What follows belongs to an exercise in optimizing a design on an open flow for small area; a production flow would make more cautious choices. Function was checked by simulation only, so behaviour that the tests miss may differ from the original. No activity file was given, so power comes from the tool's default toggle rates.

job 1667:
// memoria_fpga_top
module memoria_fpga_top (
    input  logic        clk50,
    input  logic [3:0]  SW,
    input  logic        KEY0_n,
    input  logic        KEY1_n,
    input  logic        RESET_n,
    output logic        vgaclk,
    output logic        hsync, vsync,
    output logic        sync_b, blank_b,
    output logic [7:0]  r, g, b,
    output logic        LED_P1,
    output logic        LED_P2,
    output logic [3:0]  P1_PAIRS,
    output logic [3:0]  P2_PAIRS,
    output logic [6:0]  HEX0,
    output logic [6:0]  HEX1,
    output logic [6:0]  HEX2
);
    logic       ph;
    logic [3:0] xs, ys;
    logic [6:0] xc;
    logic [5:0] yc;
    vgaController u_vgac (
        .clk(clk50), .rst_n(RESET_n), .ph(ph), .xs(xs), .xc(xc), .ys(ys), .yc(yc)
    );
    assign vgaclk = ~ph;
    assign hsync  = ~(xs == 4'b1010);
    assign vsync  = ~(ys == 4'b1010);
    assign sync_b = hsync & vsync;
    logic start_pulse, click_pulse;
    btn_debouncer u_db_start (.clk(clk50), .rst_n(RESET_n), .btn_n_raw(KEY0_n), .press(start_pulse));
    btn_debouncer u_db_click (.clk(clk50), .rst_n(RESET_n), .btn_n_raw(KEY1_n), .press(click_pulse));
    logic       gover, cur, a_up, b_up, a_gone;
    logic [3:0] ia, ib, p1, p2, sec;
    logic [7:0] pr;
    memory_game_fsm_bc u_game (
        .clk(clk50), .rst_n(RESET_n), .start(start_pulse), .click(click_pulse), .sel_idx(SW),
        .gover(gover), .cur(cur), .ia(ia), .ib(ib), .pr(pr), .a_up(a_up), .b_up(b_up),
        .a_gone(a_gone), .p1(p1), .p2(p2), .sec(sec)
    );
    turn_leds u_leds (
        .clk(clk50), .rst_n(RESET_n), .ph(ph), .game_active(~gover), .current_player(cur),
        .led_p1(LED_P1), .led_p2(LED_P2)
    );
    assign P1_PAIRS = p1;
    assign P2_PAIRS = p2;
    hex7seg_pairs      u_hex_p1 (.hex(p1),  .seg(HEX0));
    hex7seg_pairs      u_hex_p2 (.hex(p2),  .seg(HEX1));
    hex7seg_active_low u_hex_tm (.hex(sec), .seg(HEX2));
  ...
export LEC_CHECK = 0
export ABC_AREA = 1
export CAP_MARGIN = 20
export CORE_MARGIN = 2
export CORE_UTILIZATION = 70
export PLACE_DENSITY = 0.85
export SLEW_MARGIN = 20
create_clock -name core_clock -period 80.0 [get_ports {clk50}]
standard.sh (not shown) runs the stock make flow with config.mk's settings and CLKGATE_MAP_FILE= SYNTH_SCRIPT=/design/flow/synth_recipe.tcl, a recipe that flattens the netlist after the stock synthesis.
==> flow/flow/run.sh <==
#!/bin/bash
# Own layout flow:
#  1. the standard synthesis (standard.sh synth), unchanged;
#  2. the combinational logic of that netlist re-mapped by ABC with an
#     area-oriented script (flow/remap.tcl: three rounds of &deepsyn then
#     &nf with SAT-based area recovery), eight runs with different random seeds, four at a time, keeping the
#     smallest result;
#     every register instance is kept with its name and cell;
#  3. the standard floorplan, placement, CTS and routing (standard.sh) on
#     the re-mapped netlist, with the port buffers made from buf_1 and a
#     clock tree of clkbuf_4 buffers without dummy balancing loads.
# Each step's full output goes to a log file of its own in this folder
# (ORFS's own per-step logs are under orfs/logs/).
set -euo pipefail
W=$(pwd)
R=$W/orfs/results/$FLOW_PLATFORM/memoria_fpga_top/base
YOSYS=$FLOW_HOME/../tools/install/yosys/bin/yosys
LIB=$FLOW_HOME/platforms/$FLOW_PLATFORM/lib/sky130_fd_sc_hd__tt_025C_1v80.lib

bash standard.sh synth > log_1_standard_synth.txt 2>&1
cp "$R/1_2_yosys.v" "$W/synth_standard.v"

MAP="&get,-n;&dch,-f;&nf,-R,1000,-p,-F,8,-A,4,-a;&put"
for batch in "1 2 3 4" "5 6 7 8"; do
    for s in $batch; do
        SYN="&get,-n;&deepsyn,-T,90,-S,$s;&put"
        ABC_SCRIPT="+strash;$SYN;$MAP;strash;$SYN;$MAP;strash;$SYN;$MAP;topo" \
        LIB=$LIB IN=$W/synth_standard.v OUT=$W/remap_$s.v TOP=$FLOW_TOP \
        DONT_USE="$(cat flow/dont_use.txt)" \
            "$YOSYS" -c flow/remap.tcl > log_2_remap_$s.txt 2>&1 &
    done
    wait
done
best=""; besta=""
for s in 1 2 3 4 5 6 7 8; do
    [[ -f "$W/remap_$s.v.stat" && -s "$W/remap_$s.v" ]] || { echo "seed $s: failed" >> log_2_remap_pick.txt; continue; }
    a=$(awk '/Chip area/ {print $NF}' "$W/remap_$s.v.stat")
    echo "seed $s: area $a" >> log_2_remap_pick.txt
    if [[ -z "$best" ]] || awk -v a="$a" -v b="$besta" 'BEGIN {exit !(a < b)}'; then best=$s; besta=$a; fi
done
if [[ -n "$best" ]]; then
    echo "picked seed $best" >> log_2_remap_pick.txt
    cp "$W/remap_$best.v" "$R/1_2_yosys.v"
    rm -f "$R/1_synth.odb" "$R/1_synth.sdc"
else
    echo "no re-mapped netlist; keeping the standard one" >> log_2_remap_pick.txt
fi

BUFFER_PORTS_ARGS="-buffer_cell sky130_fd_sc_hd__buf_1" \
CTS_ARGS="-sink_clustering_enable -repair_clock_nets -buf_list sky130_fd_sc_hd__clkbuf_4 -dont_use_dummy_load" \
    bash standard.sh > log_3_standard_layout.txt 2>&1
==> flow/flow/remap.tcl <==
# Re-maps the combinational logic of the standard synthesis netlist with an
# area-oriented ABC script. Every register instance is kept as it is (same
# name, same cell). Environment: LIB, IN, OUT, TOP, DONT_USE.
yosys -import
read_liberty -ignore_miss_func $::env(LIB)
read_verilog $::env(IN)
hierarchy -top $::env(TOP)
setattr -mod -set keep_hierarchy 1 sky130_fd_sc_hd__df* sky130_fd_sc_hd__edf* sky130_fd_sc_hd__sdf* sky130_fd_sc_hd__dl*
flatten
opt_clean -purge
techmap
opt -fast
set du {}
foreach c $::env(DONT_USE) { lappend du -dont_use $c }
set script "+strash;&get,-n;&deepsyn,-T,60;&put;&get,-n;&dch,-f;&nf,-R,1000,-p;&put;topo"
if {[info exists ::env(ABC_SCRIPT)]} { set script $::env(ABC_SCRIPT) }
abc -liberty $::env(LIB) {*}$du -script $script
opt_clean -purge
hilomap -singleton -hicell sky130_fd_sc_hd__conb_1 HI -locell sky130_fd_sc_hd__conb_1 LO
insbuf -buf sky130_fd_sc_hd__buf_1 A X
splitnets
opt_clean -purge
# plain names for the internal nets (ports keep theirs)
yosys rename -hide w:* i:* o:* %u %d
tee -o $::env(OUT).stat stat -liberty $::env(LIB) $::env(TOP)
select $::env(TOP)
write_verilog -noattr -nohex -nodec -selected $::env(OUT)
Other scripts of this flow, unchanged in this note and not shown: flow/flow/dont_use.txt
Changes in job 6478 relative to job 1667:
==> flow/flow/run.sh <==
#!/bin/bash
# Own layout flow:
#  1. the standard synthesis (standard.sh synth), unchanged;
#  2. the combinational logic of that netlist re-mapped by ABC with an
#     area-oriented script (flow/remap.tcl: two rounds of &deepsyn then
#     &nf), four runs with different random seeds in parallel, keeping the
#     smallest result;
#     every register instance is kept with its name and cell;
#  3. the standard floorplan, placement, CTS and routing (standard.sh) on
#     the re-mapped netlist, with the port buffers made from buf_1 and a
#     clock tree of clkbuf_4 buffers without dummy balancing loads.
# Each step's full output goes to a log file of its own in this folder
# (ORFS's own per-step logs are under orfs/logs/).
set -euo pipefail
W=$(pwd)
R=$W/orfs/results/$FLOW_PLATFORM/memoria_fpga_top/base
YOSYS=$FLOW_HOME/../tools/install/yosys/bin/yosys
LIB=$FLOW_HOME/platforms/$FLOW_PLATFORM/lib/sky130_fd_sc_hd__tt_025C_1v80.lib

bash standard.sh synth > log_1_standard_synth.txt 2>&1
cp "$R/1_2_yosys.v" "$W/synth_standard.v"

for s in 1 2 3 4; do
    ABC_SCRIPT="+strash;&get,-n;&deepsyn,-T,90,-S,$s;&put;&get,-n;&dch,-f;&nf,-R,1000,-p;&put;strash;&get,-n;&deepsyn,-T,90,-S,$s;&put;&get,-n;&dch,-f;&nf,-R,1000,-p;&put;topo" \
    LIB=$LIB IN=$W/synth_standard.v OUT=$W/remap_$s.v TOP=$FLOW_TOP \
    DONT_USE="$(cat flow/dont_use.txt)" \
        "$YOSYS" -c flow/remap.tcl > log_2_remap_$s.txt 2>&1 &
done
wait
best=""; besta=""
for s in 1 2 3 4; do
    a=$(awk '/Chip area/ {print $NF}' "$W/remap_$s.v.stat")
    echo "seed $s: area $a" >> log_2_remap_pick.txt
    if [[ -z "$best" ]] || awk -v a="$a" -v b="$besta" 'BEGIN {exit !(a < b)}'; then best=$s; besta=$a; fi
done
echo "picked seed $best" >> log_2_remap_pick.txt
cp "$W/remap_$best.v" "$R/1_2_yosys.v"
rm -f "$R/1_synth.odb" "$R/1_synth.sdc"

BUFFER_PORTS_ARGS="-buffer_cell sky130_fd_sc_hd__buf_1" \
CTS_ARGS="-sink_clustering_enable -repair_clock_nets -buf_list sky130_fd_sc_hd__clkbuf_4 -dont_use_dummy_load" \
    bash standard.sh > log_3_standard_layout.txt 2>&1
Notes after the runs:
Final core area utilization (higher): job 6478. Overall global routing resource usage ends up higher on job 6478. Job 6478 ended up with u_game.sec[2] as its critical path startpoint; job 1667 ended up with u_vgac.xs[2]. Sequential share of layout area (lower): job 6478. Job 6478: full flow OK, the timing, design-rule and antenna checks passed. For growth of design area from synthesis to finish, job 6478 and job 1667 come out practically identical. Job 1667 -> job 6478: power density normalized to cell area decreased by a few percent. The standard cell with the maximum stage delay on the critical path comes out dfstp_2 in one run and dfrtp_1 in the other, namely in job 1667 and job 6478 respectively. On final critical-path share of the clock period, job 1667 tracks job 6478 almost exactly. Per the comparison of job 6478 with job 1667, peak ir drop on the vdd network dropped about 30%, clock period minus final worst setup slack up 0.046 ns, clock transition at the registers of the reported paths held steady.
The inputs of job 8097 differ from those of job 6478 as listed below.
--- a/flow/flow/run.sh
+++ b/flow/flow/run.sh
@@ -9,5 +9,5 @@
 #  3. the standard floorplan, placement, CTS and routing (standard.sh) on
 #     the re-mapped netlist, with the port buffers made from buf_1 and a
-#     clock tree of clkbuf_4 buffers without dummy balancing loads.
+#     clock tree of clkbuf_8 buffers without dummy balancing loads.
 # Each step's full output goes to a log file of its own in this folder
 # (ORFS's own per-step logs are under orfs/logs/).
@@ -39,4 +39,4 @@
 
 BUFFER_PORTS_ARGS="-buffer_cell sky130_fd_sc_hd__buf_1" \
-CTS_ARGS="-sink_clustering_enable -repair_clock_nets -buf_list sky130_fd_sc_hd__clkbuf_4 -dont_use_dummy_load" \
+CTS_ARGS="-sink_clustering_enable -repair_clock_nets -buf_list sky130_fd_sc_hd__clkbuf_8 -dont_use_dummy_load" \
     bash standard.sh > log_3_standard_layout.txt 2>&1
==> comparison <==
On setup slack: job 8097 sits above job 6478.
STATUS design area: job 8097 loses against job 6478
Relative to job 6478, the share of total power in the clock network of job 8097 is higher by 5.0 points.
The lower global-route met2 utilization came out of job 6478.
Hold slack: job 8097 better than job 6478
Cmp job 8097 vs job 6478: post-detailed-routing wire length higher in job 8097
Re average cell area after synthesis: no difference whatsoever between job 6478 and job 8097.
Modified inputs, job 9273 compared to job 8097
--- a/flow/flow/run.sh
+++ b/flow/flow/run.sh
@@ -3,6 +3,6 @@
 #  1. the standard synthesis (standard.sh synth), unchanged;
 #  2. the combinational logic of that netlist re-mapped by ABC with an
-#     area-oriented script (flow/remap.tcl: two rounds of &deepsyn then
-#     &nf), four runs with different random seeds in parallel, keeping the
+#     area-oriented script (flow/remap.tcl: three rounds of &deepsyn then
+#     &nf with SAT-based area recovery), eight runs with different random seeds, four at a time, keeping the
 #     smallest result;
 #     every register instance is kept with its name and cell;
@@ -21,20 +21,29 @@
 cp "$R/1_2_yosys.v" "$W/synth_standard.v"
 
-for s in 1 2 3 4; do
-    ABC_SCRIPT="+strash;&get,-n;&deepsyn,-T,90,-S,$s;&put;&get,-n;&dch,-f;&nf,-R,1000,-p;&put;strash;&get,-n;&deepsyn,-T,90,-S,$s;&put;&get,-n;&dch,-f;&nf,-R,1000,-p;&put;topo" \
-    LIB=$LIB IN=$W/synth_standard.v OUT=$W/remap_$s.v TOP=$FLOW_TOP \
-    DONT_USE="$(cat flow/dont_use.txt)" \
-        "$YOSYS" -c flow/remap.tcl > log_2_remap_$s.txt 2>&1 &
+MAP="&get,-n;&dch,-f;&nf,-R,1000,-p,-F,8,-A,4,-a;&put"
+for batch in "1 2 3 4" "5 6 7 8"; do
+    for s in $batch; do
+        SYN="&get,-n;&deepsyn,-T,90,-S,$s;&put"
+        ABC_SCRIPT="+strash;$SYN;$MAP;strash;$SYN;$MAP;strash;$SYN;$MAP;topo" \
+        LIB=$LIB IN=$W/synth_standard.v OUT=$W/remap_$s.v TOP=$FLOW_TOP \
+        DONT_USE="$(cat flow/dont_use.txt)" \
+            "$YOSYS" -c flow/remap.tcl > log_2_remap_$s.txt 2>&1 &
+    done
+    wait
 done
-wait
 best=""; besta=""
-for s in 1 2 3 4; do
+for s in 1 2 3 4 5 6 7 8; do
+    [[ -f "$W/remap_$s.v.stat" && -s "$W/remap_$s.v" ]] || { echo "seed $s: failed" >> log_2_remap_pick.txt; continue; }
     a=$(awk '/Chip area/ {print $NF}' "$W/remap_$s.v.stat")
     echo "seed $s: area $a" >> log_2_remap_pick.txt
     if [[ -z "$best" ]] || awk -v a="$a" -v b="$besta" 'BEGIN {exit !(a < b)}'; then best=$s; besta=$a; fi
 done
-echo "picked seed $best" >> log_2_remap_pick.txt
-cp "$W/remap_$best.v" "$R/1_2_yosys.v"
-rm -f "$R/1_synth.odb" "$R/1_synth.sdc"
+if [[ -n "$best" ]]; then
+    echo "picked seed $best" >> log_2_remap_pick.txt
+    cp "$W/remap_$best.v" "$R/1_2_yosys.v"
+    rm -f "$R/1_synth.odb" "$R/1_synth.sdc"
+else
+    echo "no re-mapped netlist; keeping the standard one" >> log_2_remap_pick.txt
+fi
 
 BUFFER_PORTS_ARGS="-buffer_cell sky130_fd_sc_hd__buf_1" \
Results
- The die used by job 9273 is smaller than the one used by job 8097.
- Measured against each other, job 9273 and job 8097 differ in final cycle utilization of the critical path, the higher figure coming from job 8097.
- Compared with job 8097, in job 9273 power per cell area went down, sum of routed wire length over all layers went down, finished layout cell area went down, minimum period implied by the final worst setup slack went down, fraction of standard cell area that is sequential went up.
- Changes observed in job 9273 relative to job 8097: total power shows a reduction of about 5.5%, setup slack of the critical path after layout shows an increase of 0.18 ns, area added between synthesis and finish shows no meaningful change.

## afterwards: timing with drivers on the ports
Ports are ideal in the flow. The routed layouts listed here were re-timed in OpenROAD. Step 1 (the two cells are an assumption about what drives the block):
set clk [get_ports {clk50}]
set_driving_cell -lib_cell sky130_fd_sc_hd__clkbuf_16 $clk
set_driving_cell -lib_cell sky130_fd_sc_hd__buf_2 [delete_from_list [all_inputs] $clk]
Step 2 moves the port delays by t, midway between the first and last clock arrival at a register: inputs arrive t later, outputs are due t later. That takes back most of the time a late clock gives input paths. a / b / c = ideal ports / drivers / drivers and shift; a / b = the first two.
run	shift t [ns]	slack for setup (ns)	cell pins on the clock port's net
job 1667	0.551	61.697 / 61.660 / 61.326	1
job 6478	0.544	61.651 / 61.615 / 61.309	1
job 8097	0.472	61.733 / 61.696 / 61.347	1
job 9273	0.461	61.913 / 61.879 / 61.504	1
After both steps every run listed still meets setup and hold. For job 9273, which loses most, drivers alone change the setup slack by -0.034 ns; drivers and shift together by -0.409 ns.
